This is an optimization exercise on Yosys and OpenROAD, whose aim is small area, a short achievable clock period and few clock cycles per item, not a production implementation. The RTL was checked by simulation tests, not by an equivalence proof against the original design. No activity file was given, so power comes from the tool's default toggle rates.

==> design/flow/config.mk <==
export PLATFORM = sky130hd
export DESIGN_NAME = projectCPU2020
export DESIGN_NICKNAME = projectCPU2020
export VERILOG_FILES = /design/flow/design.v
export SDC_FILE = /design/flow/constraint.sdc
export NUM_CORES = 4
export LEC_CHECK = 0
export CAP_MARGIN = 20
export CORE_MARGIN = 2
export CORE_UTILIZATION = 40
export SETUP_SLACK_MARGIN = 2.2
export SLEW_MARGIN = 20
==> design/flow/constraint.sdc <==
create_clock -name core_clock -period 6.0 [get_ports {clk}]
set_input_delay 1.2000 -clock core_clock [delete_from_list [all_inputs] [get_ports {clk}]]
set_output_delay 1.2000 -clock core_clock [all_outputs]
set_load 0.01 [all_outputs]
==> design/flow/design.v <==
module projectCPU2020(
  clk,
  rst,
  wrEn,
  data_fromRAM,
  addr_toRAM,
  data_toRAM,
  PC,
  W
);
input clk, rst;
input wire [15:0] data_fromRAM;
output reg [15:0] data_toRAM;
output reg wrEn;
output reg [12:0] addr_toRAM;
output reg [12:0] PC;
output reg [15:0] W;
localparam S_D = 2'd0, S_I = 2'd1, S_E = 2'd2, S_K = 2'd3;
reg [1:0] state;
reg [2:0] opcode;
wire [15:0] s = data_fromRAM;
wire [2:0]  op_in = s[15:13];
wire        a_zero = (s[12:0] == 13'd0);
wire [12:0] pc_inc = PC + 13'd1;
wire [3:0]  n = s[3:0];
wire        c_shr = ~|s[15:4];                  
wire        c_shl = ~|s[15:5] & s[4];           
wire        left = (|s[15:6]) | s[4];           
wire [3:0]  r = left ? (~n + 4'd1) : n;
wire [15:0] x1 = r[0] ? {W[0], W[15:1]} : W;
wire [15:0] x2 = r[1] ? {x1[1:0], x1[15:2]} : x1;
wire [15:0] x4 = r[2] ? {x2[3:0], x2[15:4]} : x2;
wire [15:0] x8 = r[3] ? {x4[7:0], x4[15:8]} : x4;
reg  [15:0] t, keep;
integer k;
always @* begin
  for (k = 0; k < 16; k = k + 1)
    t[k] = (k >= n);
  for (k = 0; k < 16; k = k + 1)
    keep[k] = ~(c_shr | c_shl) | (c_shl & t[k]) | (c_shr & t[15-k]);
end
wire [15:0] w_shift = x8 & keep;
reg [15:0] w_alu;
always @* begin
  case (opcode)
    3'b000: w_alu = W + s;
    3'b001: w_alu = ~(W | s);
    3'b010: w_alu = w_shift;
    3'b011: w_alu = {15'd0, W > s};
    3'b101: w_alu = s;
    default: w_alu = W;
  endcase
end
wire sel_pc = (state == S_K) || (state == S_E && opcode != 3'b111);
wire st_d = (state == S_D);
wire st_i = (state == S_I);
wire a_or = |{s[12:2], s[0]};
always @* begin
  data_toRAM = W;
  addr_toRAM = sel_pc ? pc_inc : s[12:0];
  if (st_d && !a_or) addr_toRAM[1] = 1'b1;
  wrEn = (st_d && op_in == 3'b110 && (a_or || s[1])) ||
         (st_i && opcode == 3'b110);
end
always @(posedge clk) begin
  if (rst) begin
    state <= S_K;
    opcode <= 3'd0;
    PC <= 13'h1fff;
    W <= 16'd0;
  end else begin
    case (state)
      S_D: begin
        opcode <= op_in;
        state <= a_zero ? S_I : S_E;
      end
      S_I: state <= S_E;
      S_E: begin
        state <= (opcode == 3'b100 && s == 16'd0) ? S_K : S_D;
        PC <= addr_toRAM;
        W <= w_alu;
      end
      default: begin
        state <= S_D;
        PC <= addr_toRAM;
      end
    endcase
  end
end
endmodule
==> design/flow/flow/run.sh <==
#!/bin/bash
# The standard layout, with two changes:
#  - synthesis runs ORFS's own synth.tcl, patched (patch_synth.py) so that
#    ABC first maps the logic cone of the memory outputs (addr_toRAM, wrEn)
#    on its own, then the rest; optionally without full-adder extraction.
#    The registers, their cells and names are those of the standard synthesis.
#  - the ports get plain buffers (buf_1) instead of delay cells.
set -euo pipefail
here=$(pwd)
rm -rf "$here/scripts_custom"
cp -r "$FLOW_HOME/scripts" "$here/scripts_custom"
python3 "$here/flow/patch_synth.py" "$here/scripts_custom/synth.tcl"
cp "$FLOW_HOME/scripts/abc_speed.script" "$here/scripts_custom/abc_fast.script"
if [[ -f "$here/flow/main.abc" ]]; then cp "$here/flow/main.abc" "$here/scripts_custom/abc_speed.script"; fi
if [[ -f "$here/flow/no_extract_fa" ]]; then export NO_EXTRACT_FA=1; fi
SCRIPTS_DIR="$here/scripts_custom" bash standard.sh synth > make_synth.log 2>&1
unset NO_EXTRACT_FA
export REMOVE_ABC_BUFFERS=1
export BUFFER_PORTS_ARGS="-buffer_cell sky130_fd_sc_hd__buf_1"
bash standard.sh > make_layout.log 2>&1
==> design/flow/flow/no_extract_fa <==
present: synthesis skips full-adder extraction
==> design/flow/flow/patch_synth.py <==
import sys
p = sys.argv[1]
s = open(p).read()
old = "  log_cmd abc {*}$abc_args\n"
new = '''  # the cone of the memory address and write enable: map it on its own first
  select -set oc o:wrEn o:addr_toRAM %ci*:-sky130_fd_sc_hd__dfxtp_1
  log_cmd abc {*}[lreplace $abc_args 1 1 $::env(SCRIPTS_DIR)/abc_fast.script] @oc
  select -clear
  log_cmd abc {*}$abc_args
'''
assert s.count(old) == 1
s = s.replace(old, new)
old = "  extract_fa {*}[dont_use_extract_fa_args]\n"
assert s.count(old) == 1
s = s.replace(old, "  if {![info exists ::env(NO_EXTRACT_FA)]} { extract_fa {*}[dont_use_extract_fa_args] }\n")
open(p, 'w').write(s)
==> design/flow/standard.sh <==
#!/bin/bash
# synth_recipe.tcl (not shown) runs the flow's synth.tcl, then flattens the netlist and writes it again
# the make line also repeats each setting of config.mk as NAME=value (left out here)
make -C /OpenROAD-flow-scripts/flow DESIGN_CONFIG=/design/flow/config.mk WORK_HOME=/design/flow/orfs CLKGATE_MAP_FILE= SYNTH_SCRIPT=/design/flow/synth_recipe.tcl "${@:-finish}"
==> results.ini, run 1 <==
[floorplanning]
coreArea_um2=11320
row_count=39
die_y_um=111.1
die_w_um=111.1
num_io_pins=77
initial_core_util=0.4051
die-area_um2=12340

[cells_and_area]
utilization=0.4363
drive_above_1_share=0.1019
fillers=1171
fin_cells=771
insertedDiodeCount=0
finalNetCount=646
area_growth_pct=7.722

[detailed_routing]
drt_pass1_iterations=5
drc=0
via_per_inst=6.249
wl_per_cell_um=20.02
antenna_left=0
routed_wl_um=15440
num_vias=4818
drt_iter0_drc=501

[logic_synthesis]
yosys.area_share.simple=0.2142
yosysSeqAreaShare=0.1484
synth_top_cell_by_area=dfxtp_1
synth-compound-area-share=0.2895
synthArstFlopShare=0
yosysUniqueCellTypes=69
synthCells=611
synth_common_cells=mux2i_1 (62), o21ai_0 (49), a21oi_1 (44)
synth_area_um2=4586
synth.ff_latch_count=34
ys.flop_type=dfxtp_1
synth_edf_count=0
synth_top_family_by_area=compound AO/OA/AOI/OAI gates
synth.most_common_cell=mux2i_1
ys_top_cells_by_area=dfxtp_1 (15%), mux2i_1 (14%), o21ai_0 (5.3%)
avgSynthCellArea_um2=7.505
synthAdderAreaFrac=0.02838
ys_warn_count=1
synth_top_area_share=0.1484
synthMuxAreaShare=0.1484
synth_xor_area_frac=0.06276

[pwr]
powerDensity_nw_per_um2=216.9
peakVddDrop_v=0.0001667
p_leak_uw=0.001887

[clocking]
cts_buffers=5
cts_tree=done
clk_pin_slew_worst_paths_ps=50
root_buffer=clkbuf_16
clk_path_buf_depth=2
clk_latency_ps=290
cts_num_sinks=34
cts_hold_buf=0
htreeDepth=2

[placed_design]
portBuffers=76
numPlacedInstances=760
hpwl_um=11050
dp_worst_setup_slack_ps=1665
place.gp.congestion=0.9191

[global_routing]
grt_pass1_wl_um=24410
track_usage=0.2466
grt_max_degree=39
grt_pass1_vias=4479
grt_antenna_before_repair=0
grt_overflow=0

[critical_path]
worstPathRequired_ps=6140
arrival_ps=3920
crit_fanout=20
cp-end-kind=flip-flop
start_kind=primary input
path_class=in -> reg

[run]
drv_cap=0

[worst_hold_path]
hp-class=reg -> reg

[sta]
setup_tns_ps=0
fmax_ghz=0.2645
max_slew_margin=0.4166
setup_viol=0
rsz0062_at_grt=true
fin_crit_ps=3781
slew_viol_final=0
period_share=0.6302
setup_slack_ps=2219
worst_pin_slew_ps=875.1
clock_skew_ps=5.741
hold_viol_final=0

[run_status]
outcome=timing/DRC/antenna clean

## cells in the final DEF, fill, tap and decap left out, types with 4 or more instances in the layout
cell        n
maj3_1     13
o21ai_0    49
mux2i_1    62
a211o_1    14
xor2_1      9
and3_1      6
nor3_1     12
or4_1      14
clkbuf_16   5
buf_1      69
buf_4      11
nand3_1    13
or2_2       6
and2_1      7
o2111ai_1   4
a21o_1      4
inv_1      23
o211ai_1    6
buf_2       4
a21oi_1    44
nor2b_1    19
nor2_1     39
nand2b_1    5
a221oi_1    9
or3_1       4
o31ai_1     4
a31oi_1    12
nand4_1    10
nand2_1    32
xnor2_1    20
dfxtp_1    34
## timing repair
item | 4_1_cts | 5_1_grt
cloned | 0 | 0
setup endpoints to repair | 25 | 25
setup buffers | 0 | 4
pin swaps | 2 | 3
resized for setup | 7 | 9
## registers in the layout, summed over array words and instances, names as in the netlist
register	count
opcode	3
W	16
PC	13
state	2
## power by group
group          total [µW]  leakage (µW)  internal, µW  switching [µW]
clock                 256     0.0000694           150             106
sequential            323      0.000282           253            69.7
combinational         493       0.00154           193             300
total                1070       0.00189           596             476
## per-layer routing
metal	routed length, µm	vias to the layer above	track usage
met2	6955	223	0.3930
met3	930	36	0.03827
met1	7082	2288	0.3411
li1	-	2271	-
met4	469	0	0.08313
met5	0	-	0
## logic make-up after synthesis
| group | Yosys count |
|---|---|
| fa+ha+maj | 13 |
| flops | 34 |
| mux | 65 |
| simple gates | 179 |
| xor+xnor | 32 |
| buf+inv | 101 |
| compound gates | 187 |
## area by class of cell
cell class / count / area, µm² / share of cell area
Multi-Input combinational cell: 476 / 3465 / 0.7014
Sequential cell: 34 / 680.7 / 0.1378
Timing Repair Buffer: 88 / 394.1 / 0.07979
Tap cell: 143 / 178.9 / 0.03622
Clock buffer: 5 / 125.1 / 0.02533
Inverter: 23 / 86.33 / 0.01748
Clock inverter: 2 / 10.01 / 0.002026
## per-stage QoR
stage                     hold slack (ps)  area (µm²)  power (µW)
after global placement              597.8        4716       796.8
after CTS                           639.1        4865        1065
after floorplan                     595.7        4175       633.0
final                               630.6        4940        1072
after detailed placement            624.8        4716       805.1
after global routing                684.5        4940        1132
## critical path: stages
cell     delay (ps)
buf_1           530
nor4_4          130
a31oi_1         290
xnor2_2         150
buf_6           250
mux2i_1         290
mux2i_1         160
mux4_2          530
nand2_1         110
nand4_1          80
a21oi_1         130
nor3_1           60
## worst paths after layout
| kind | startpoint | endpoint | slack (ps) | cells past startpoint |
|---|---|---|---|---|
| setup / recovery | data_fromRAM[12] | W[8] | 2220 | 12 |
| hold / removal | PC[12] | PC[12] | 630 | 2 |
| setup reg to reg | W[5] | W[12] | 2710 | 10 |
| hold reg to reg | PC[12] | PC[12] | 630 | 2 |
Testbench counts, summed over its fixed seeds: cycles 56,242, instructions 26,571.
==> run 2: changes to the inputs <==
--- a/design/flow/config.mk
+++ b/design/flow/config.mk
@@ -7,6 +7,6 @@
 export LEC_CHECK = 0
 export CAP_MARGIN = 20
 export CORE_MARGIN = 2
-export CORE_UTILIZATION = 40
+export CORE_UTILIZATION = 75
 export SETUP_SLACK_MARGIN = 2.2
 export SLEW_MARGIN = 20
==> results.ini, run 2 <==
[pwr]
p_leak_uw=0.001921  ; +1.8%
power_uw=1042  ; -2.8%
powerDensity_nw_per_um2=208.3  ; -4.0%
peakVddDrop_v=0.0001756  ; +5.4%

[clocking]
clk_path_buf_depth=2  ; unchanged
htreeDepth=2  ; unchanged
cts_num_sinks=34  ; unchanged
clk_latency_ps=300  ; about the same
clk_pin_slew_worst_paths_ps=70  ; +20 ps
root_buffer=clkbuf_8
cts_hold_buf=0  ; unchanged
cts_buffers=5  ; unchanged
cts_tree=done

[global_routing]
track_usage=0.4404  ; +0.1938
grt_antenna_before_repair=0  ; unchanged
grt_max_degree=39  ; unchanged
grt_overflow=0  ; unchanged
grt_pass1_vias=4567  ; +2.0%
grt_pass1_wl_um=22940  ; -6.0%

[placed_design]
place_area_um2=4646  ; -1.5%
numPlacedInstances=694  ; -8.7%
hpwl_um=10500  ; -5.0%
portBuffers=76  ; unchanged
place.gp.congestion=1.006  ; +9.4%

[floorplanning]
coreArea_um2=5921  ; -48%
die_w_um=82.20  ; -26%
row_count=28  ; -28%
die-area_um2=6756  ; -45%
die_y_um=82.20  ; -26%
initial_core_util=0.7745  ; +0.3695
num_io_pins=77  ; unchanged

[cells_and_area]
insertedDiodeCount=0  ; unchanged
largest_reg_flops=16  ; unchanged
stdcell_area_um2=5002  ; +1.3%
finalNetCount=654  ; +1.2%
regMostFlops=W
fillers=347  ; -70%
drive_above_1_share=0.1146  ; +0.01269
final_cell_mix=buf_1 (70), mux2i_1 (62), o21ai_0 (49)
area_growth_pct=9.086
final_common_cell=buf_1
top_regs=W x16, PC x13, opcode x3
fin_cells=712  ; -7.7%

[critical_path]
crit_path_end=wrEn
rrSetupSlack_ps=2780  ; +70 ps
arrival_ps=2530  ; -1390 ps
cp-end-kind=output port
path_depth=6  ; -6
start_kind=primary input
reg2reg_to=W[12]
slowest_stage=nor4_2
worstReg2RegStart=W[5]
crit_fanout=10  ; -50%
r2r_cells=10  ; unchanged
cp_num_buf_inv=2  ; unchanged
path_common_cell=buf_1
cp_cell_sequence=buf_1 -> nor4_2 -> nand3_1 -> nor2_1 -> o22ai_1 -> buf_1
crit_start=data_fromRAM[9]
cpPeakStageDelay_ps=510  ; -20 ps
path_class=in -> out
worstPathRequired_ps=4800  ; -1340 ps
cp_top_family=simple AND/OR/NAND/NOR gates

[logic_synthesis]
ys_warn_count=1  ; unchanged
synth.ff_latch_count=34  ; unchanged
synthArstFlopShare=0  ; unchanged
ys_top_cells_by_area=dfxtp_1 (15%), mux2i_1 (14%), o21ai_0 (5.3%)
synth_edf_count=0  ; unchanged
avgSynthCellArea_um2=7.505  ; unchanged
yosysSeqAreaShare=0.1484  ; unchanged
ys.flop_type=dfxtp_1
synth.most_common_cell=mux2i_1
synth_common_cells=mux2i_1 (62), o21ai_0 (49), a21oi_1 (44)
synth_area_um2=4586  ; unchanged
synthCells=611  ; unchanged
synth_top_cell_by_area=dfxtp_1
synth_top_area_share=0.1484  ; unchanged
yosysUniqueCellTypes=69  ; unchanged

[sta]
worst_pin_slew_ps=852.5  ; -22.63 ps
setup_viol=0  ; unchanged
fmax_ghz=0.2685  ; +1.5%
period_share=0.6208  ; -0.009370
setup_tns_ps=0  ; unchanged
rsz0062_at_grt=false
max_slew_margin=0.4264  ; +0.009845
fin_crit_ps=3725  ; -56.22 ps
slew_viol_final=0  ; unchanged
clock_skew_ps=8.205  ; +2.464 ps
hold_viol_final=0  ; unchanged

[detailed_routing]
drt_pass1_iterations=6  ; +1
num_vias=5275  ; +9.5%
antenna_left=0  ; unchanged
drc=0  ; unchanged
via_per_inst=7.409  ; +19%
drt_iter0_drc=766  ; +53%
routed_wl_um=15440  ; about the same
wl_per_cell_um=21.68  ; +8.3%

[run_status]
outcome=timing/DRC/antenna clean

[worst_hold_path]
hp-class=reg -> reg

[run]
drv_cap=0  ; unchanged

==> run 2: worst min-delay path by stage <==
| stage | cells after the start | slack, ps | end | start |
|---|---|---|---|---|
| 2_1_floorplan | 2 | 600 | opcode[0] | opcode[0] |
| 6_report | 2 | 620 | PC[12] | PC[12] |
| 3_5_place_dp | 2 | 610 | PC[12] | PC[12] |
| 3_3_place_gp | 2 | 590 | PC[12] | PC[12] |
| 5_1_grt | 2 | 690 | PC[12] | PC[12] |
| 4_1_cts | 2 | 630 | PC[12] | PC[12] |
==> run 2: what timing repair did <==
item	CTS	global route
buffers inserted	1	8
gates cloned	1	0
gates resized for setup	7	18
pin swaps	2	7
setup endpoints to repair	30	18
==> run 2: area by class of cell <==
cell class | instances | area (µm²) | share of cell area
Timing Repair Buffer | 95 | 462.9 | 0.09255
Tap cell | 75 | 93.84 | 0.01876
Multi-Input combinational cell | 477 | 3583 | 0.7164
Clock inverter | 2 | 12.51 | 0.002501
Inverter | 23 | 86.33 | 0.01726
Sequential cell | 34 | 680.7 | 0.1361
Clock buffer | 6 | 82.58 | 0.01651
==> run 2: metrics by stage <==
| step | worst slack (ps) | hold slack, ps | utilization |
|---|---|---|---|
| 6_report | 2275 | 622.8 | 0.8449 |
| 5_1_grt | 2153 | 692.4 | 0.8449 |
| 4_1_cts | 2207 | 625.8 | 0.8115 |
| 3_5_place_dp | 1461 | 606.3 | 0.7847 |
| 3_3_place_gp | 1557 | 587.5 | 0.7847 |
| 2_1_floorplan | 1694 | 595.7 | - |
==> run 2: kinds of logic (layout without fill, tap and decap cells) <==
group	count (synthesis)	count (layout)	share of synthesized area
compound gates	187	187	0.2895
xor+xnor	32	33	0.06276
fa+ha+maj	13	13	0.02838
buf+inv	101	126	0.1083
flops	34	34	0.1484
mux	65	65	0.1484
simple gates	179	179	0.2142
==> run 2: worst min-delay path, stage by stage, from the launching register on <==
cell,delay (ps)
dfxtp_1,360
nor2b_1,140
a211o_1,100
==> run 2: routing by layer <==
metal / part of all wire / track usage / vias up / routed length, µm
met1: 0.36 / 0.5567 / 2398 / 5631
met5: 0 / 0 / - / 0
li1: - / - / 2298 / -
met2: 0.45 / 0.7145 / 472 / 6882
met3: 0.13 / 0.08696 / 107 / 1990
met4: 0.061 / 0.2117 / 0 / 935
==> run 2: where the power goes <==
group / switching (µW) / total, µW / internal, µW
clock: 99.0 / 191 / 92.5
sequential: 71.0 / 323 / 252
combinational: 321 / 527 / 206
total: 491 / 1040 / 551
==> run 3: changes to the inputs <==
--- a/design/flow/config.mk
+++ b/design/flow/config.mk
@@ -7,6 +7,6 @@
 export LEC_CHECK = 0
 export CAP_MARGIN = 20
 export CORE_MARGIN = 2
-export CORE_UTILIZATION = 75
+export CORE_UTILIZATION = 60
 export SETUP_SLACK_MARGIN = 2.2
 export SLEW_MARGIN = 20
==> results.ini, run 3 <==
[global_routing]
use_met3=0.04896  ; -0.03799
grt_antenna_before_repair=0  ; unchanged
grt_pass1_vias=4440  ; -2.8%
grt_pass1_wl_um=22870  ; -0.33%
grt_overflow=0  ; unchanged
grt_max_degree=39  ; unchanged
top_usage_layer=met2
gr-usage-met2=0.5576  ; -0.1569
grtUsageMet1=0.4391  ; -0.1176
track_usage=0.3375  ; -0.1029

[cells_and_area]
finalNetCount=651  ; -0.46%
fillers=669  ; +93%
top_regs=W x16, PC x13, opcode x3
final_cell_mix=buf_1 (68), mux2i_1 (62), o21ai_0 (49)
area_growth_pct=7.667
multi_input_area_um2=3503  ; -2.2%
insertedDiodeCount=0  ; unchanged
largest_reg_flops=16  ; unchanged
regMostFlops=W
regArea_um2=680.7  ; unchanged
drive_above_1_share=0.1136  ; -0.001035
final_common_cell=buf_1

[placed_design]
place.gp.congestion=0.9828  ; -2.3%
hpwl_um=10110  ; -3.7%
portBuffers=76  ; unchanged

[detailed_routing]
antenna_left=0  ; unchanged
drt_iter0_drc=401  ; -48%
via_per_inst=6.622  ; -11%
drc=0  ; unchanged
drt_pass1_iterations=5  ; -1
wl_per_cell_um=19.28  ; -11%
num_vias=4854  ; -8.0%
routed_wl_um=14130  ; -8.5%

[logic_synthesis]
synth_common_cells=mux2i_1 (62), o21ai_0 (49), a21oi_1 (44)
synth_top_area_share=0.1484  ; unchanged
synth_top_cell_by_area=dfxtp_1
ys.flop_type=dfxtp_1
synthMuxAreaShare=0.1484  ; unchanged
synth.most_common_cell=mux2i_1
yosys.area_share.simple=0.2142  ; unchanged
ys_warn_count=1  ; unchanged
yosysSeqAreaShare=0.1484  ; unchanged
synth-compound-area-share=0.2895  ; unchanged
synth_area_um2=4586  ; unchanged
synthCells=611  ; unchanged
ys_top_cells_by_area=dfxtp_1 (15%), mux2i_1 (14%), o21ai_0 (5.3%)
synthAdderAreaFrac=0.02838  ; unchanged
synthArstFlopShare=0  ; unchanged
synth_edf_count=0  ; unchanged
synth.ff_latch_count=34  ; unchanged
avgSynthCellArea_um2=7.505  ; unchanged
synth_xor_area_frac=0.06276  ; unchanged
synth_top_family_by_area=compound AO/OA/AOI/OAI gates
yosysUniqueCellTypes=69  ; unchanged

[sta]
hold_viol_final=0  ; unchanged
clock_skew_ps=11.76  ; +3.560 ps
worst_pin_slew_ps=796.0  ; -56.48 ps
whs_ps=637.3  ; +14.59 ps
rsz0062_at_grt=true
max_slew_margin=0.4693  ; +0.04290
setup_viol=0  ; unchanged
fin_crit_ps=3653  ; -71.84 ps
period_share=0.6089  ; -0.01197
fmax_ghz=0.2737  ; +2.0%
setup_tns_ps=0  ; unchanged
slew_viol_final=0  ; unchanged

[pwr]
p_leak_uw=0.001909  ; -0.63%
peakVddDrop_v=0.0001331  ; -24%
p_switching_uw=460.8  ; -6.1%
power.internal_uw=545.5  ; -1.0%
p_sw_frac=0.4579  ; -0.01317
powerDensity_nw_per_um2=203.8  ; -2.2%
clkPwrFrac=0.191  ; +0.007
sequentialPowerShare=0.317  ; +0.007
comb_power_share=0.493  ; -0.013

[critical_path]
worstPathRequired_ps=6180  ; +1380 ps
crit_path_end=W[12]
reg2reg_to=W[12]
arrival_ps=3830  ; +1300 ps
crit_start=data_fromRAM[2]
start_kind=primary input
r2r_cells=10  ; unchanged
crit_fanout=14  ; +4
path_class=in -> reg
worstReg2RegStart=W[5]
rrSetupSlack_ps=2900  ; +120 ps
cp-end-kind=flip-flop

[clocking]
clk_pin_slew_worst_paths_ps=80  ; about the same
clk_latency_ps=300  ; about the same
cts_tree=done
cts_buffers=5  ; unchanged
cts_num_sinks=34  ; unchanged
root_buffer=clkbuf_8
clk_path_buf_depth=2  ; unchanged
htreeDepth=2  ; unchanged

[run_status]
outcome=timing/DRC/antenna clean

[floorplanning]
row_count=31  ; +11%
die_y_um=91.42  ; +11%
initial_core_util=0.6255  ; -0.1490
die_w_um=91.42  ; +11%
num_io_pins=77  ; unchanged
coreArea_um2=7331  ; +24%
die-area_um2=8358  ; +24%

[run]
drv_cap=0  ; unchanged

[worst_hold_path]
hp-class=reg -> reg

run 3: changes by cell type in the layout (fill, tap and decap cells not counted), moves of 2 or more:
cell	change
o211ai_4	-2
buf_2	+2
buf_4	-4
buf_1	-2
clkbuf_2	+2
xnor2_4	-3
xnor2_2	+3
o211ai_2	+2
run 3: cell type report:
class,instances,area share
clock buffers,6,0.01673
clock inverters,2,0.002534
inverters,23,0.01749
multi-input cells,477,0.7096
flip-flops and latches,34,0.1379
well taps,99,0.02509
repair buffers,92,0.09072
run 3: critical path, cell delays in order:
cell and delay (ps):
buf_2 400, o21ai_0 170, o211ai_2 250, a21oi_4 140, o211ai_2 280, a41oi_2 240
o31ai_2 300, xor2_1 210, mux2_4 320, a221oi_2 220, o21ai_1 80
run 3: kinds of logic after synthesis:
family,count (synthesis)
fa+ha+maj,13
xor+xnor,32
buf+inv,101
mux,65
flops,34
simple gates,179
compound gates,187
run 3: what timing repair did:
item | in CTS | in global routing
buffers inserted | 4 | 2
pin swaps | 3 | 2
resized for setup | 10 | 13
setup endpoints to repair | 29 | 15
gates cloned | 1 | 0
hold buffers | 0 | 0
run 3: how the worst min path moves through the flow:
stage	to	start	depth (start not counted)	slack, ps
6_report	PC[12]	PC[12]	2	640
5_1_grt	PC[12]	PC[12]	2	680
4_1_cts	PC[12]	PC[12]	2	630
3_5_place_dp	PC[12]	PC[12]	2	610
3_3_place_gp	PC[12]	PC[12]	2	590
2_1_floorplan	opcode[0]	opcode[0]	2	600
run 3: stage by stage:
stage	power [µW]	instance area, µm²	util	setup WS [ps]	cells
detailed placement	794.7	4668	0.6368	1472	717
global placement	786.9	4668	0.6368	1536	717
CTS	993.0	4847	0.6612	2167	730
floorplan	633.0	4175	-	1694	533
finish	1006	4937	0.6735	2347	733
global route	1064	4937	0.6735	2180	733
run 3: power by group through the flow:
| stage | Clock (µW) | Combinational [µW] | Sequential (µW) |
|---|---|---|---|
| 2_1_floorplan | 0 | 310 | 323 |
| 3_3_place_gp | 0 | 467 | 320 |
| 5_1_grt | 200 | 540 | 324 |
| 4_1_cts | 193 | 483 | 317 |
| 3_5_place_dp | 0 | 473 | 322 |
| 6_report | 192 | 496 | 319 |
run 3: routing by layer:
metal	vias to the layer above	wire, µm
li1	2283	-
met1	2279	5897
met2	248	6583
met3	44	1125
met4	0	527
met5	-	0
==> run 4: changes to the inputs <==
--- a/design/flow/flow/run.sh
+++ b/design/flow/flow/run.sh
@@ -15,6 +15,5 @@
 if [[ -f "$here/flow/no_extract_fa" ]]; then export NO_EXTRACT_FA=1; fi
 SCRIPTS_DIR="$here/scripts_custom" bash standard.sh synth > make_synth.log 2>&1
 unset NO_EXTRACT_FA
-export REMOVE_ABC_BUFFERS=1
 export BUFFER_PORTS_ARGS="-buffer_cell sky130_fd_sc_hd__buf_1"
 bash standard.sh > make_layout.log 2>&1
==> results.ini, run 4 <==
[global_routing]
grt_pass1_wl_um=24380  ; +6.6%
grt_overflow=0  ; unchanged
grt_antenna_before_repair=0  ; unchanged
grt_max_degree=39  ; unchanged
track_usage=0.3630  ; +0.02546
grt_pass1_vias=4456  ; +0.36%

[logic_synthesis]
synth.most_common_cell=mux2i_1
avgSynthCellArea_um2=7.505  ; unchanged
synth_top_cell_by_area=dfxtp_1
ys.flop_type=dfxtp_1
synth.ff_latch_count=34  ; unchanged
yosysUniqueCellTypes=69  ; unchanged
synth_common_cells=mux2i_1 (62), o21ai_0 (49), a21oi_1 (44)
yosysSeqAreaShare=0.1484  ; unchanged
synth_edf_count=0  ; unchanged
synthArstFlopShare=0  ; unchanged
ys_warn_count=1  ; unchanged
synth_top_area_share=0.1484  ; unchanged
synth_area_um2=4586  ; unchanged
ys_top_cells_by_area=dfxtp_1 (15%), mux2i_1 (14%), o21ai_0 (5.3%)
synthCells=611  ; unchanged

[pwr]
peakVddDrop_v=0.0001530  ; +15%
clkPwrFrac=0.190  ; about the same
sequentialPowerShare=0.325  ; +0.008
p_sw_frac=0.4663  ; +0.008396
power.internal_uw=538.0  ; -1.4%
p_switching_uw=470.1  ; +2.0%
powerDensity_nw_per_um2=209.1  ; +2.6%
p_leak_uw=0.001863  ; -2.4%
comb_power_share=0.485  ; -0.008

[floorplanning]
initial_core_util=0.6255  ; unchanged
row_count=31  ; unchanged
die_w_um=91.42  ; unchanged
num_io_pins=77  ; unchanged
coreArea_um2=7331  ; unchanged
die-area_um2=8358  ; unchanged
die_y_um=91.42  ; unchanged

[clocking]
cts_hold_buf=0  ; unchanged
root_buffer=clkbuf_8
clk_pin_slew_worst_paths_ps=80  ; about the same
cts_num_sinks=34  ; unchanged
cts_tree=done
htreeDepth=2  ; unchanged
clk_latency_ps=300  ; about the same
clk_path_buf_depth=2  ; unchanged
cts_buffers=5  ; unchanged

[detailed_routing]
antenna_left=0  ; unchanged
via_per_inst=6.739  ; +1.8%
routed_wl_um=15170  ; +7.3%
num_vias=4886  ; +0.66%
drt_pass1_iterations=8  ; +3
drc=0  ; unchanged
drt_iter0_drc=500  ; +25%
wl_per_cell_um=20.92  ; +8.5%

[run_status]
outcome=timing/DRC/antenna clean

[cells_and_area]
largest_reg_flops=16  ; unchanged
drive_above_1_share=0.1022  ; -0.01133
utilization=0.6576  ; -0.01587
stdcell_area_um2=4821  ; -2.4%
top_regs=W x16, PC x13, opcode x3
fillers=670  ; +0.15%
finalNetCount=643  ; -1.2%
final_common_cell=buf_1
insertedDiodeCount=0  ; unchanged
area_growth_pct=5.130
regMostFlops=W
fin_cells=725  ; -1.1%
final_cell_mix=buf_1 (66), mux2i_1 (62), o21ai_0 (49)

[sta]
fmax_ghz=0.2699  ; -1.4%
period_share=0.6175  ; +0.008658
whs_ps=649.5  ; +12.14 ps
max_slew_margin=0.4355  ; -0.03380
fin_crit_ps=3705  ; +51.95 ps
setup_tns_ps=0  ; unchanged
worst_pin_slew_ps=846.7  ; +50.70 ps
hold_viol_final=0  ; unchanged
setup_viol=0  ; unchanged
rsz0062_at_grt=true
clock_skew_ps=5.152  ; -6.613 ps
slew_viol_final=0  ; unchanged

[critical_path]
worstPathRequired_ps=4800  ; -1380 ps
arrival_ps=2510  ; -1320 ps
reg2reg_to=W[12]
rrSetupSlack_ps=2930  ; +30 ps
cp-end-kind=output port
start_kind=primary input
path_class=in -> out
crit_fanout=10  ; -4
worstReg2RegStart=W[5]
r2r_cells=10  ; unchanged

[placed_design]
place_area_um2=4647  ; -0.46%
hpwl_um=10980  ; +8.6%
numPlacedInstances=714  ; -0.42%
portBuffers=76  ; unchanged
place.gp.congestion=0.9703  ; -1.3%

[worst_hold_path]
hold_path_depth=2  ; unchanged
hold_path_end=PC[12]
hp-start=PC[12]
hp-class=reg -> reg

[run]
drv_cap=0  ; unchanged

-- run 4: cell count changes in the layout (fill, tap and decap cells not counted), sizes merged --
cell	change
buf	-8
clkbuf	+2
clkinvlp	-1
xnor2	-1
-- run 4: how the worst max path moves through the flow --
stage                                start  endpoint
after floorplan            data_fromRAM[9]      W[8]
after global placement     data_fromRAM[0]     W[12]
after detailed placement   data_fromRAM[4]      W[2]
after CTS                 data_fromRAM[10]      wrEn
after global routing      data_fromRAM[10]      wrEn
final                     data_fromRAM[10]      wrEn
-- run 4: per-layer routing --
| layer | up-vias | global-route usage | wire length (µm) |
|---|---|---|---|
| met5 | - | 0 | 0 |
| met4 | 0 | 0.1212 | 383 |
| met3 | 40 | 0.07137 | 1483 |
| met2 | 270 | 0.5723 | 6908 |
| met1 | 2316 | 0.4934 | 6388 |
| li1 | 2260 | - | - |
-- run 4: kinds of logic (layout without fill, tap and decap cells) --
family / Yosys count / count (layout) / share of synthesized area
muxes: 65 / 65 / 0.1484
AOI/OAI and AO/OA: 187 / 187 / 0.2895
buffers and inverters: 101 / 116 / 0.1083
xor gates and xnor gates: 32 / 32 / 0.06276
DFF: 34 / 34 / 0.1484
adders and majority gates: 13 / 13 / 0.02838
and+or+nand+nor: 179 / 179 / 0.2142
-- run 4: layout make-up --
type | instances | area, µm² | area share
multi-input combinational | 476 | 3458 | 0.7174
sequential | 34 | 681.9 | 0.1414
timing repair buffer | 85 | 379.1 | 0.07864
tap | 99 | 123.9 | 0.02569
clock buffer | 7 | 86.33 | 0.01791
inverter | 23 | 86.33 | 0.01791
clock inverter | 1 | 5.005 | 0.001038
-- run 4: through the flow --
step / total power, µW / setup WS [ps]
after CTS: 995.5 / 2207
after floorplan: 686.6 / 2520
after detailed placement: 802.7 / 1762
after global placement: 792.5 / 1803
after global routing: 1065 / 2182
final: 1008 / 2295
-- run 4: critical path, stage by stage --
cell	delay [ps]
buf_1	290
nor4_2	440
nand3_1	120
nor2_1	220
o22ai_1	110
buf_1	130
-- run 4: power by group through the flow --
| stage | Sequential [µW] | Clock (µW) | Combinational, µW |
|---|---|---|---|
| global placement | 327 | 0 | 465 |
| CTS | 324 | 194 | 477 |
| detailed placement | 329 | 0 | 473 |
| floorplan | 297 | 0 | 389 |
| finish | 328 | 191 | 489 |
| global route | 332 | 199 | 533 |
-- run 4: what timing repair did --
action,CTS,global route
pin swaps,1,3
setup buffers,1,2
setup endpoints to repair,20,12
gates resized for setup,8,12
==> run 5: changes to the inputs <==
--- a/design/flow/flow/run.sh
+++ b/design/flow/flow/run.sh
@@ -15,5 +15,6 @@
 if [[ -f "$here/flow/no_extract_fa" ]]; then export NO_EXTRACT_FA=1; fi
 SCRIPTS_DIR="$here/scripts_custom" bash standard.sh synth > make_synth.log 2>&1
 unset NO_EXTRACT_FA
+export REMOVE_ABC_BUFFERS=1
 export BUFFER_PORTS_ARGS="-buffer_cell sky130_fd_sc_hd__buf_1"
 bash standard.sh > make_layout.log 2>&1
==> design/flow/flow/main.abc (new file) <==
strash
balance -l; resub -K 6 -l; rewrite -l; resub -K 6 -N 2 -l; refactor -l; resub -K 8 -l; balance -l; resub -K 8 -N 2 -l; rewrite -l; resub -K 10 -l; rewrite -z -l; resub -K 10 -N 2 -l; balance -l; resub -K 12 -l; refactor -z -l; resub -K 12 -N 2 -l; rewrite -z -l; balance -l
dch
map -D 1000
topo
stime -p
==> results.ini, run 5 <==
[run_status]
outcome=timing/DRC/antenna clean

[sta]
clock_skew_ps=4.517  ; -0.6352 ps
setup_tns_ps=0  ; unchanged
max_slew_margin=0.4634  ; +0.02785
period_share=0.6276  ; +0.01005
slew_viol_final=0  ; unchanged
fin_crit_ps=3765  ; +60.31 ps
fmax_ghz=0.2656  ; -1.6%
rsz0062_at_grt=false
worst_pin_slew_ps=804.9  ; -41.77 ps
setup_viol=0  ; unchanged
hold_viol_final=0  ; unchanged

[placed_design]
place.gp.congestion=1.014  ; +4.5%
numPlacedInstances=806  ; +13%
portBuffers=76  ; unchanged
place_area_um2=4153  ; -11%
hpwl_um=10390  ; -5.4%

[cells_and_area]
drive_above_1_share=0.07442  ; -0.02781
finalNetCount=756  ; +18%
regArea_um2=680.7  ; -0.18%
regMostFlops=W
largest_reg_flops=16  ; unchanged
multi_input_area_um2=2760  ; -20%
area_growth_pct=14.82
fillers=571  ; -15%
insertedDiodeCount=0  ; unchanged
final_common_cell=nand2_1
top_regs=W x16, PC x13, opcode x3
fin_cells=816  ; +13%
final_cell_mix=nand2_1 (109), nor2_1 (99), clkinv_1 (87)
stdcell_area_um2=4419  ; -8.3%

[logic_synthesis]
avgSynthCellArea_um2=5.788  ; -23%
synthArstFlopShare=0  ; unchanged
synthAdderAreaFrac=0  ; -0.02838
synth_edf_count=0  ; unchanged
synth_xor_area_frac=0.01138  ; -0.05138
synth-compound-area-share=0.3531  ; +0.06356
yosysUniqueCellTypes=42  ; -39%
yosys.area_share.simple=0.3098  ; +0.09563
synth_top_area_share=0.1769  ; +0.02842
synth_common_cells=nand2_1 (109), nor2_1 (102), clkinv_1 (90)
synth.ff_latch_count=34  ; unchanged
yosysSeqAreaShare=0.1769  ; +0.02842
synth_top_family_by_area=compound AO/OA/AOI/OAI gates
ys_warn_count=1  ; unchanged
synthMuxAreaShare=0.01951  ; -0.1289
synth_area_um2=3849  ; -16%
synth.most_common_cell=nand2_1
ys_top_cells_by_area=dfxtp_1 (18%), nand2_1 (11%), nor2_1 (9.9%)
synthCells=665  ; +8.8%
synth_top_cell_by_area=dfxtp_1
ys.flop_type=dfxtp_1

[detailed_routing]
routed_wl_um=14530  ; -4.2%
drt_pass1_iterations=8  ; unchanged
antenna_left=0  ; unchanged
wl_per_cell_um=17.80  ; -15%
via_per_inst=6.647  ; -1.4%
num_vias=5424  ; +11%
drc=0  ; unchanged
drt_iter0_drc=828  ; +66%

[pwr]
peakVddDrop_v=0.0001781  ; +16%
power.internal_uw=586.0  ; +8.9%
clkPwrFrac=0.264  ; +0.074
p_leak_uw=0.001627  ; -13%
powerDensity_nw_per_um2=237.4  ; +14%
p_switching_uw=463.2  ; -1.5%
p_sw_frac=0.4415  ; -0.02484
comb_power_share=0.454  ; -0.031
sequentialPowerShare=0.283  ; -0.042

[worst_hold_path]
hp-class=reg -> reg

[critical_path]
crit_fanout=7  ; -3
start_kind=primary input
worstPathRequired_ps=4800  ; about the same
path_class=in -> out
arrival_ps=2570  ; +60 ps
cp-end-kind=output port

[floorplanning]
die_y_um=84.09  ; -8.0%
die-area_um2=7071  ; -15%
coreArea_um2=6277  ; -14%
num_io_pins=77  ; unchanged
die_w_um=84.09  ; -8.0%
row_count=29  ; -6.5%
initial_core_util=0.6131  ; -0.01242

[clocking]
root_buffer=clkbuf_8
clk_path_buf_depth=2  ; unchanged
cts_num_sinks=34  ; unchanged
cts_hold_buf=0  ; unchanged
cts_tree=done
cts_buffers=5  ; unchanged
htreeDepth=2  ; unchanged
clk_pin_slew_worst_paths_ps=80  ; about the same
clk_latency_ps=300  ; about the same

[global_routing]
grt_overflow=0  ; unchanged
track_usage=0.3890  ; +0.02609
grt_pass1_wl_um=22500  ; -7.7%
grt_max_degree=38  ; -2.6%
grt_antenna_before_repair=0  ; unchanged
grt_pass1_vias=4641  ; +4.2%

[run]
drv_cap=0  ; unchanged

## run 5: area by class of cell
class	instances	share of cell area
timing repair buffer	86	0.08465
tap	77	0.02180
inverter	96	0.08267
multi-input combinational	515	0.6246
clock buffer	6	0.01869
clock inverter	2	0.01359
sequential	34	0.1540
## run 5: stage by stage
| step | power, µW | worst slack (ps) | hold slack, ps | utilization |
|---|---|---|---|---|
| final | 1049 | 2235 | 551.8 | 0.7040 |
| after global routing | 1105 | 2077 | 574.1 | 0.7040 |
| after CTS | 1013 | 2175 | 547.7 | 0.6859 |
| after detailed placement | 738.2 | 1861 | 534.2 | 0.6616 |
| after global placement | 728.1 | 1935 | 499.2 | 0.6616 |
| after floorplan | 597.7 | 1264 | 493.4 | - |
## run 5: worst max-delay path: stages
cell	delay, ps
buf_1	230
nor4_2	500
nand3_1	150
o21ai_1	250
o31ai_1	100
buf_1	130
## run 5: routing by layer
| metal | vias to the layer above | share of wire | track usage |
|---|---|---|---|
| li1 | 2498 | - | - |
| met1 | 2389 | 0.38 | 0.5167 |
| met2 | 446 | 0.45 | 0.6111 |
| met3 | 91 | 0.12 | 0.06825 |
| met4 | 0 | 0.050 | 0.1804 |
| met5 | - | 0 | 0 |
## run 5: final timing paths
path	start	slack, ps	to	cells past startpoint
worst max-delay path	data_fromRAM[5]	2230	wrEn	6
worst min-delay path	PC[12]	550	PC[12]	2
worst max register to register	W[2]	2970	W[15]	14
worst min register to register	PC[12]	550	PC[12]	2
## run 5: cell families (layout without fill, tap and decap cells)
logic type	count (synthesis)	after routing
XOR/XNOR	5	5
AND/OR/NAND/NOR	278	278
buffers and inverters	116	190
multiplexers	7	7
flip-flops	34	34
AO/OA/AOI/OAI	225	225
## run 5: power by group through the flow
stage               Clock [µW]  Combinational, µW  Sequential [µW]
floorplan                    0                290              307
global placement             0                430              298
detailed placement           0                439              300
CTS                        273                445              294
global route               283                521              301
finish                     276                476              297
## run 5: timing repair
| action | CTS | global route |
|---|---|---|
| endpoints found under the setup margin | 3 | 24 |
| buffers inserted | 0 | 2 |
| resized for setup | 3 | 27 |
| cloned | 0 | 0 |
| pin swaps | 0 | 5 |
==> run 6: changes to the inputs <==
==> design/flow/flow/main.abc (replaced) <==
strash
balance -l; resub -K 6 -l; rewrite -l; resub -K 6 -N 2 -l; refactor -l; resub -K 8 -l; balance -l; resub -K 8 -N 2 -l; rewrite -l; resub -K 10 -l; rewrite -z -l; resub -K 10 -N 2 -l; balance -l; resub -K 12 -l; refactor -z -l; resub -K 12 -N 2 -l; rewrite -z -l; balance -l
dch
map -a
topo
==> results.ini, run 6 <==
[sta]
rsz0062_at_grt=true
setup_viol=0  ; unchanged
max_slew_margin=0.1254  ; -0.3380
clock_skew_ps=6.099  ; +1.583 ps
fin_crit_ps=4096  ; +330.1 ps
worst_pin_slew_ps=1307  ; +502.2 ps
period_share=0.6826  ; +0.05501
whs_ps=544.4  ; -7.382 ps
fmax_ghz=0.2442  ; -8.1%
hold_viol_final=0  ; unchanged
slew_viol_final=0  ; unchanged
setup_tns_ps=0  ; unchanged

[detailed_routing]
wl_per_cell_um=19.73  ; +11%
antenna_left=0  ; unchanged
routed_wl_um=16410  ; +13%
drt_iter0_drc=1193  ; +44%
via_per_inst=6.865  ; +3.3%
num_vias=5712  ; +5.3%
drc=0  ; unchanged
drt_pass1_iterations=6  ; -2

[logic_synthesis]
synth_area_um2=3799  ; -1.3%
synthArstFlopShare=0  ; unchanged
synth_common_cells=nor2_1 (99), clkinv_1 (92), nand2_1 (87)
yosysSeqAreaShare=0.1792  ; +0.002330
synthCells=644  ; -3.2%
ys.flop_type=dfxtp_1
ys_warn_count=1  ; unchanged
synth.most_common_cell=nor2_1
yosysUniqueCellTypes=41  ; -2.4%
synth_top_cell_by_area=dfxtp_1
synth_edf_count=0  ; unchanged
synth.ff_latch_count=34  ; unchanged
ys_top_cells_by_area=dfxtp_1 (18%), a21oi_1 (9.9%), nor2_1 (9.8%)
avgSynthCellArea_um2=5.899  ; +1.9%
synth_top_area_share=0.1792  ; +0.002330

[worst_hold_path]
hp-class=reg -> reg

[clocking]
clk_pin_slew_worst_paths_ps=70  ; about the same
htreeDepth=2  ; unchanged
clk_latency_ps=300  ; about the same
cts_hold_buf=0  ; unchanged
cts_buffers=5  ; unchanged
cts_num_sinks=34  ; unchanged
cts_tree=done
root_buffer=clkbuf_8
clk_path_buf_depth=2  ; unchanged

[critical_path]
crit_start=data_fromRAM[1]
start_kind=primary input
cp_num_buf_inv=7  ; +5
slowest_stage=a21oi_2
rrSetupSlack_ps=2290  ; -680 ps
reg2reg_to=W[15]
path_depth=31  ; +25
crit_fanout=3  ; -4
r2r_cells=29  ; +15
cp-end-kind=flip-flop
crit_path_end=W[15]
worstReg2RegStart=W[0]
arrival_ps=4270  ; +1700 ps
worstPathRequired_ps=6180  ; +1380 ps
cpPeakStageDelay_ps=190  ; -310 ps
path_class=in -> reg
cp_top_family=compound AO/OA/AOI/OAI gates

[pwr]
powerDensity_nw_per_um2=214.9  ; -9.5%
peakVddDrop_v=0.0002398  ; +35%
p_leak_uw=0.001785  ; +9.7%

[cells_and_area]
fin_cells=832  ; +2.0%
utilization=0.7996  ; +0.09562
insertedDiodeCount=0  ; unchanged
stdcell_area_um2=4818  ; +9.0%
final_cell_mix=nand2_1 (86), nor2_1 (85), clkinv_1 (81)
final_common_cell=nand2_1
drive_above_1_share=0.1585  ; +0.08410
finalNetCount=775  ; +2.5%
largest_reg_flops=16  ; unchanged
regMostFlops=W
area_growth_pct=26.84
top_regs=W x16, PC x13, opcode x3

[global_routing]
grt_pass1_vias=4787  ; +3.1%
track_usage=0.4113  ; +0.02223
grt_max_degree=37  ; -2.6%
grt_pass1_wl_um=23610  ; +4.9%
grt_antenna_before_repair=0  ; unchanged
grt_overflow=0  ; unchanged

[floorplanning]
row_count=28  ; -3.4%
initial_core_util=0.6304  ; +0.01728
coreArea_um2=6026  ; -4.0%
die_w_um=83.57  ; -0.62%
die-area_um2=6984  ; -1.2%
die_y_um=83.57  ; -0.62%
num_io_pins=77  ; unchanged

[placed_design]
hpwl_um=10450  ; +0.60%
place_area_um2=4111  ; -0.99%
place.gp.congestion=1.071  ; +5.7%
portBuffers=76  ; unchanged
numPlacedInstances=784  ; -2.7%

[run_status]
outcome=timing/DRC/antenna clean

[run]
drv_cap=0  ; unchanged

==> run 6: power breakdown <==
group | switching [µW] | internal [µW] | leakage [µW]
logic | 364 | 201 | 0.00146
registers | 47.1 | 252 | 0.000282
clock network | 92.5 | 78.0 | 0.0000438
total | 504 | 531 | 0.00178
==> run 6: worst reg2reg max path, delay by kind of cell, from the launching register on <==
| family | cells | cell delay [ps] |
|---|---|---|
| compound gates | 11 | 1380 |
| simple gates | 11 | 1050 |
| buf+inv | 6 | 520 |
| flops | 1 | 480 |
| xor+xnor | 1 | 160 |
==> run 6: worst min-delay path by stage <==
stage | from | to | slack [ps] | depth (start not counted)
6_report | PC[12] | PC[12] | 540 | 2
5_1_grt | PC[12] | PC[12] | 580 | 2
4_1_cts | PC[12] | PC[12] | 530 | 2
3_5_place_dp | PC[12] | PC[12] | 520 | 2
3_3_place_gp | PC[12] | PC[12] | 510 | 2
2_1_floorplan | opcode[0] | opcode[0] | 490 | 2
==> run 6: layout make-up <==
cell class / instances / area (µm²)
Multi-Input combinational cell: 492 / 2873
Fill cell: 392 / 1207
Timing Repair Buffer: 126 / 696.9
Sequential cell: 34 / 680.7
Inverter: 98 / 395.4
Tap cell: 75 / 93.84
Clock buffer: 5 / 68.82
Clock inverter: 2 / 10.01
==> run 6: cell families after synthesis <==
| kind of cell | after synthesis | synth area share |
|---|---|---|
| AND/OR/NAND/NOR | 241 | 0.2717 |
| XOR/XNOR | 7 | 0.01614 |
| multiplexers | 16 | 0.04216 |
| buffers and inverters | 118 | 0.1331 |
| flip-flops | 34 | 0.1792 |
| AO/OA/AOI/OAI | 228 | 0.3577 |
==> run 6: what timing repair did <==
action | in CTS | in global routing
pin swaps | 20 | 31
buffers inserted | 26 | 15
setup endpoints to repair | 17 | 18
resized for setup | 37 | 58
endpoints found under the hold margin | 0 | 0
==> run 6: through the flow <==
step	worst slack [ps]	power, µW
3_5_place_dp	666.6	733.6
3_3_place_gp	887.7	722.2
5_1_grt	1755	1085
4_1_cts	1759	940.6
2_1_floorplan	1020	591.9
6_report	1904	1035
==> run 6: metal layers <==
layer | vias to the layer above | track usage | share of wire
met5 | - | 0 | 0
met4 | 0 | 0.2009 | 0.069
met3 | 172 | 0.1395 | 0.16
met2 | 584 | 0.6233 | 0.41
met1 | 2455 | 0.5205 | 0.35
li1 | 2501 | - | -
==> run 7: changes to the inputs <==
==> design/flow/flow/main.abc (replaced) <==
strash
balance -l; resub -K 6 -l; rewrite -l; resub -K 6 -N 2 -l; refactor -l; resub -K 8 -l; balance -l; resub -K 8 -N 2 -l; rewrite -l; resub -K 10 -l; rewrite -z -l; resub -K 10 -N 2 -l; balance -l; resub -K 12 -l; refactor -z -l; resub -K 12 -N 2 -l; rewrite -z -l; balance -l
balance -l; resub -K 6 -l; rewrite -l; resub -K 6 -N 2 -l; refactor -l; resub -K 8 -l; balance -l; resub -K 8 -N 2 -l; rewrite -l; resub -K 10 -l; rewrite -z -l; resub -K 10 -N 2 -l; balance -l; resub -K 12 -l; refactor -z -l; resub -K 12 -N 2 -l; rewrite -z -l; balance -l
&get -n
&dch
&nf -a
&put
topo
==> results.ini, run 7 <==
[critical_path]
path_class=in -> reg
crit_fanout=4  ; +1
r2r_cells=13  ; -55%
cp-end-kind=flip-flop
crit_start=data_fromRAM[0]
start_kind=primary input
arrival_ps=4450  ; +180 ps
worstReg2RegStart=W[0]
worstPathRequired_ps=6220  ; +40 ps
rrSetupSlack_ps=2360  ; +70 ps
reg2reg_to=W[13]
crit_path_end=W[13]

[logic_synthesis]
yosysUniqueCellTypes=53  ; +29%
ys_top_cells_by_area=dfxtp_1 (18%), a21oi_1 (11%), nand2_1 (7.5%)
synthArstFlopShare=0  ; unchanged
synth.most_common_cell=a21oi_1
ys.flop_type=dfxtp_1
ys_warn_count=1  ; unchanged
synth.ff_latch_count=34  ; unchanged
synthCells=569  ; -12%
synth_area_um2=3765  ; -0.89%
synth_top_area_share=0.1808  ; +0.001608
avgSynthCellArea_um2=6.617  ; +12%
synth_common_cells=a21oi_1 (83), nand2_1 (75), nor2_1 (72)
synth_edf_count=0  ; unchanged
yosysSeqAreaShare=0.1808  ; +0.001608
synth_top_cell_by_area=dfxtp_1

[detailed_routing]
drt_iter0_drc=608  ; -49%
wl_per_cell_um=18.65  ; -5.4%
drt_pass1_iterations=7  ; +1
via_per_inst=6.833  ; -0.47%
routed_wl_um=13730  ; -16%
num_vias=5029  ; -12%
drc=0  ; unchanged
antenna_left=0  ; unchanged

[placed_design]
hpwl_um=9762  ; -6.6%
portBuffers=76  ; unchanged
place.gp.congestion=1.011  ; -5.6%
place_area_um2=4073  ; -0.94%

[pwr]
peakVddDrop_v=0.0001889  ; -21%
powerDensity_nw_per_um2=213.8  ; -0.52%
power_uw=963.1  ; -7.0%
p_leak_uw=0.001642  ; -8.0%

[floorplanning]
die_y_um=83.22  ; -0.42%
die-area_um2=6925  ; -0.85%
num_io_pins=77  ; unchanged
initial_core_util=0.6284  ; -0.001953
coreArea_um2=5991  ; -0.58%
row_count=28  ; unchanged
die_w_um=83.22  ; -0.42%

[cells_and_area]
finalNetCount=678  ; -13%
final_cell_mix=a21oi_1 (80), nand2_1 (75), nor2_1 (71)
final_common_cell=a21oi_1
top_regs=W x16, PC x13, opcode x3
stdcell_area_um2=4506  ; -6.5%
fillers=472  ; +20%
drive_above_1_share=0.1135  ; -0.04506
regMostFlops=W
multi_input_area_um2=3024  ; +5.3%
insertedDiodeCount=0  ; unchanged
regArea_um2=680.7  ; unchanged
largest_reg_flops=16  ; unchanged
area_growth_pct=19.67

[global_routing]
grt_max_degree=35  ; -5.4%
grt_pass1_vias=4330  ; -9.5%
grt_pass1_wl_um=21770  ; -7.8%
track_usage=0.3777  ; -0.03361
grt_overflow=0  ; unchanged
grt_antenna_before_repair=0  ; unchanged

[clocking]
clk_pin_slew_worst_paths_ps=90  ; +20 ps
cts_num_sinks=34  ; unchanged
htreeDepth=2  ; unchanged
cts_hold_buf=0  ; unchanged
root_buffer=clkbuf_8
cts_buffers=5  ; unchanged
clk_latency_ps=300  ; about the same
cts_tree=done
clk_path_buf_depth=2  ; unchanged

[sta]
setup_viol=0  ; unchanged
fmax_ghz=0.2366  ; -3.1%
period_share=0.7045  ; +0.02191
worst_pin_slew_ps=1039  ; -267.8 ps
clock_skew_ps=7.485  ; +1.386 ps
max_slew_margin=0.3046  ; +0.1792
rsz0062_at_grt=true
setup_tns_ps=0  ; unchanged
fin_crit_ps=4227  ; +131.4 ps
hold_viol_final=0  ; unchanged
slew_viol_final=0  ; unchanged

[run]
drv_cap=0  ; unchanged

[worst_hold_path]
hp-class=reg -> reg

[run_status]
outcome=timing/DRC/antenna clean

## run 7: worst max-delay path, stage by stage
cell and delay, ps:
buf_8 100, and2_4 160, maj3_2 320, maj3_2 320
maj3_2 340, o211ai_1 260, nand3_1 150, a311oi_2 360
o31ai_2 120, maj3_2 380, a21oi_2 160, o21ai_1 100
a32o_2 290, a211oi_2 190
## run 7: cell families (layout without fill, tap and decap cells)
family | after synthesis | after routing | synth area share
simple gates | 233 | 233 | 0.2885
xor+xnor | 20 | 20 | 0.04653
compound gates | 207 | 207 | 0.3353
fa+ha+maj | 8 | 8 | 0.02127
mux | 26 | 26 | 0.07012
flops | 34 | 34 | 0.1808
buf+inv | 41 | 133 | 0.05749
## run 7: cell type report
| class | instances | share of cell area |
|---|---|---|
| tap | 75 | 0.02083 |
| inverter | 21 | 0.01750 |
| timing repair buffer | 104 | 0.1183 |
| sequential | 34 | 0.1511 |
| clock buffer | 6 | 0.01833 |
| clock inverter | 2 | 0.002777 |
| multi-input combinational | 494 | 0.6712 |
## run 7: timing repair
action | 4_1_cts | 5_1_grt
setup endpoints to repair | 15 | 29
hold endpoints to repair | 0 | 0
buffers inserted | 10 | 9
gates resized for setup | 26 | 26
pin swaps | 18 | 13
## run 7: where the power goes
part	switching [µW]	internal [µW]	total, µW
clock	99.6	92.5	192
sequential	55.6	251	307
combinational	288	176	464
total	443	520	963
## run 7: layer usage
metal  GRT usage  share of wire
met1      0.4988           0.39
met2      0.6019           0.45
met3     0.07654           0.12
met4      0.1505          0.051
met5           0              0
## run 7: how the worst min path moves through the flow
stage | slack [ps] | depth (start not counted) | end | startpoint
detailed placement | 480 | 2 | PC[12] | PC[12]
finish | 490 | 2 | PC[12] | PC[12]
global placement | 460 | 2 | PC[12] | PC[12]
global route | 530 | 2 | PC[12] | PC[12]
CTS | 490 | 2 | PC[12] | PC[12]
floorplan | 480 | 2 | PC[12] | PC[12]
## run 7: stage by stage
step | utilization | setup WS, ps | cells | hold slack (ps)
6_report | 0.7521 | 1773 | 736 | 490.0
5_1_grt | 0.7521 | 1710 | 736 | 526.9
4_1_cts | 0.7226 | 1940 | 726 | 488.8
3_5_place_dp | 0.6798 | 902.7 | 708 | 478.4
3_3_place_gp | 0.6798 | 1101 | 708 | 455.5
2_1_floorplan | - | 1207 | 549 | 482.2
==> run 8: changes to the inputs <==
==> design/flow/flow/main.abc (replaced) <==
strash
balance -l; resub -K 6 -l; rewrite -l; resub -K 6 -N 2 -l; refactor -l; resub -K 8 -l; balance -l; resub -K 8 -N 2 -l; rewrite -l; resub -K 10 -l; rewrite -z -l; resub -K 10 -N 2 -l; balance -l; resub -K 12 -l; refactor -z -l; resub -K 12 -N 2 -l; rewrite -z -l; balance -l
dch
map -D 1600
topo
stime -p
==> results.ini, run 8 <==
[placed_design]
place_area_um2=4153  ; +2.0%
numPlacedInstances=806  ; +14%
portBuffers=76  ; unchanged
place.gp.congestion=1.014  ; +0.29%
hpwl_um=10390  ; +6.4%

[worst_hold_path]
hold_path_depth=2  ; unchanged
hold_path_end=PC[12]
hp-start=PC[12]
hp-class=reg -> reg

[logic_synthesis]
synth.most_common_cell=nand2_1
yosysSeqAreaShare=0.1769  ; -0.003938
synthArstFlopShare=0  ; unchanged
synth_edf_count=0  ; unchanged
avgSynthCellArea_um2=5.788  ; -13%
synthCells=665  ; +17%
synth_common_cells=nand2_1 (109), nor2_1 (102), clkinv_1 (90)
synth.ff_latch_count=34  ; unchanged
ys_top_cells_by_area=dfxtp_1 (18%), nand2_1 (11%), nor2_1 (9.9%)
synth_top_cell_by_area=dfxtp_1
synth_area_um2=3849  ; +2.2%
synth_top_area_share=0.1769  ; -0.003938
ys.flop_type=dfxtp_1
yosysUniqueCellTypes=42  ; -21%
ys_warn_count=1  ; unchanged

[global_routing]
use_met3=0.06825  ; -0.008291
track_usage=0.3890  ; +0.01138
grt_antenna_before_repair=0  ; unchanged
grtUsageMet1=0.5167  ; +0.01791
grt_pass1_wl_um=22500  ; +3.4%
grt_overflow=0  ; unchanged
grt_pass1_vias=4641  ; +7.2%
top_usage_layer=met2
grt_max_degree=38  ; +8.6%
gr-usage-met2=0.6111  ; +0.009205

[sta]
hold_viol_final=0  ; unchanged
rsz0062_at_grt=false
max_slew_margin=0.4634  ; +0.1588
clock_skew_ps=4.517  ; -2.969 ps
slew_viol_final=0  ; unchanged
setup_tns_ps=0  ; unchanged
fin_crit_ps=3765  ; -461.5 ps
worst_pin_slew_ps=804.9  ; -234.3 ps
fmax_ghz=0.2656  ; +12%
setup_viol=0  ; unchanged
period_share=0.6276  ; -0.07691

[pwr]
power.internal_uw=586.0  ; +13%
clkPwrFrac=0.264  ; +0.065
p_sw_frac=0.4415  ; -0.01863
comb_power_share=0.454  ; -0.028
powerDensity_nw_per_um2=237.4  ; +11%
sequentialPowerShare=0.283  ; -0.036
p_leak_uw=0.001627  ; -0.88%
p_switching_uw=463.2  ; +4.5%
peakVddDrop_v=0.0001781  ; -5.7%

[cells_and_area]
area_growth_pct=14.82
final_cell_mix=nand2_1 (109), nor2_1 (99), clkinv_1 (87)
largest_reg_flops=16  ; unchanged
drive_above_1_share=0.07442  ; -0.03904
top_regs=W x16, PC x13, opcode x3
fin_cells=816  ; +11%
finalNetCount=756  ; +12%
fillers=571  ; +21%
insertedDiodeCount=0  ; unchanged
final_common_cell=nand2_1
regMostFlops=W
stdcell_area_um2=4419  ; -1.9%

[floorplanning]
num_io_pins=77  ; unchanged
die_y_um=84.09  ; +1.1%
coreArea_um2=6277  ; +4.8%
row_count=29  ; +3.6%
die_w_um=84.09  ; +1.1%
initial_core_util=0.6131  ; -0.01533
die-area_um2=7071  ; +2.1%

[detailed_routing]
via_per_inst=6.647  ; -2.7%
drt_pass1_iterations=8  ; +1
drc=0  ; unchanged
drt_iter0_drc=828  ; +36%
antenna_left=0  ; unchanged
wl_per_cell_um=17.80  ; -4.6%
num_vias=5424  ; +7.9%
routed_wl_um=14530  ; +5.8%

[critical_path]
arrival_ps=2570  ; -1880 ps
r2r_cells=14  ; +1
start_kind=primary input
path_class=in -> out
reg2reg_to=W[15]
worstPathRequired_ps=4800  ; -1420 ps
rrSetupSlack_ps=2970  ; +610 ps
crit_fanout=7  ; +3
cp-end-kind=output port
worstReg2RegStart=W[2]

[run]
drv_cap=0  ; unchanged

[run_status]
outcome=timing/DRC/antenna clean

[clocking]
htreeDepth=2  ; unchanged
cts_num_sinks=34  ; unchanged
clk_pin_slew_worst_paths_ps=80  ; about the same
cts_hold_buf=0  ; unchanged
clk_latency_ps=300  ; about the same
root_buffer=clkbuf_8
cts_buffers=5  ; unchanged
clk_path_buf_depth=2  ; unchanged
cts_tree=done

run 8: repair_timing:
item	in CTS	in global routing
pin swaps	0	5
endpoints found under the setup margin	3	24
buffers inserted	0	2
hold endpoints to repair	0	0
resized for setup	3	27
run 8: area by class of cell:
| type | instances | area [µm²] | area share |
|---|---|---|---|
| multi-input combinational | 515 | 2760 | 0.6246 |
| clock inverter | 2 | 60.06 | 0.01359 |
| clock buffer | 6 | 82.58 | 0.01869 |
| tap | 77 | 96.34 | 0.02180 |
| timing repair buffer | 86 | 374.1 | 0.08465 |
| sequential | 34 | 680.7 | 0.1540 |
| inverter | 96 | 365.4 | 0.08267 |
run 8: critical path, cell delays in order:
cell     delay [ps]
buf_1           230
nor4_2          500
nand3_1         150
o21ai_1         250
o31ai_1         100
buf_1           130
run 8: how the worst max path moves through the flow:
| stage | start | end | slack (ps) | cells after the start |
|---|---|---|---|---|
| 6_report | data_fromRAM[5] | wrEn | 2230 | 6 |
| 4_1_cts | data_fromRAM[0] | wrEn | 2170 | 7 |
| 3_5_place_dp | data_fromRAM[3] | W[15] | 1860 | 15 |
| 5_1_grt | data_fromRAM[5] | W[14] | 2080 | 14 |
| 3_3_place_gp | data_fromRAM[1] | W[15] | 1930 | 15 |
| 2_1_floorplan | data_fromRAM[4] | W[14] | 1260 | 11 |
run 8: per-layer routing:
layer  vias to the layer above  part of all wire
met2                       446              0.45
li1                       2498                 -
met3                        91              0.12
met1                      2389              0.38
met4                         0             0.050
met5                         -                 0
run 8: cell families after synthesis:
family / after synthesis / synth area share
AOI/OAI and AO/OA: 225 / 0.3531
xor gates and xnor gates: 5 / 0.01138
buffers and inverters: 116 / 0.1294
and+or+nand+nor: 278 / 0.3098
muxes: 7 / 0.01951
DFF: 34 / 0.1769
run 8: per-stage QoR:
| stage | utilization | total power [µW] | hold slack (ps) | worst slack [ps] |
|---|---|---|---|---|
| 4_1_cts | 0.6859 | 1013 | 547.7 | 2175 |
| 3_5_place_dp | 0.6616 | 738.2 | 534.2 | 1861 |
| 6_report | 0.7040 | 1049 | 551.8 | 2235 |
| 2_1_floorplan | - | 597.7 | 493.4 | 1264 |
| 3_3_place_gp | 0.6616 | 728.1 | 499.2 | 1935 |
| 5_1_grt | 0.7040 | 1105 | 574.1 | 2077 |
run 8: power groups by stage:
stage | clock network [µW] | registers [µW] | logic, µW
floorplan | 0 | 307 | 290
global placement | 0 | 298 | 430
detailed placement | 0 | 300 | 439
CTS | 273 | 294 | 445
global route | 283 | 301 | 521
finish | 276 | 297 | 476

-- afterwards: timing with drivers on the ports --
In the flow no input, the clock included, has a driving cell. The finished layouts below were timed again as built, in two steps. Step 1: set_driving_cell puts a clkbuf_16 on clk and a buf_2 on each other input, an assumption about the parent block. Step 2, shift: input delay + t, output delay - t, t = (earliest + latest rising clock arrival at the registers) / 2. This alone moves slack from input paths to output paths. Three values: no drivers, after step 1, after step 2; two values: the first two.
run | t (ns) | setup WS [ns] | worst register clock-pin slew, ns | worst data-port slew with drivers (ns) | pins driven straight from the clock port
run 1 | 0.331 | 2.219 / 2.225 / 1.894 | 0.06 / 0.06 | 0.04 | 1
run 2 | 0.325 | 2.275 / 2.252 / 1.996 | 0.08 / 0.08 | 0.04 | 1
run 3 | 0.328 | 2.347 / 2.348 / 2.020 | 0.09 / 0.09 | 0.04 | 1
run 4 | 0.328 | 2.295 / 2.272 / 2.003 | 0.08 / 0.08 | 0.04 | 1
run 5 | 0.330 | 2.235 / 2.210 / 1.966 | 0.08 / 0.08 | 0.03 | 1
run 6 | 0.327 | 1.904 / 1.890 / 1.563 | 0.08 / 0.08 | 0.06 | 1
run 7 | 0.328 | 1.773 / 1.759 / 1.432 | 0.09 / 0.09 | 0.06 | 1
run 8 | 0.330 | 2.235 / 2.210 / 1.966 | 0.08 / 0.08 | 0.03 | 1
After both steps setup and hold are still met in every run listed.
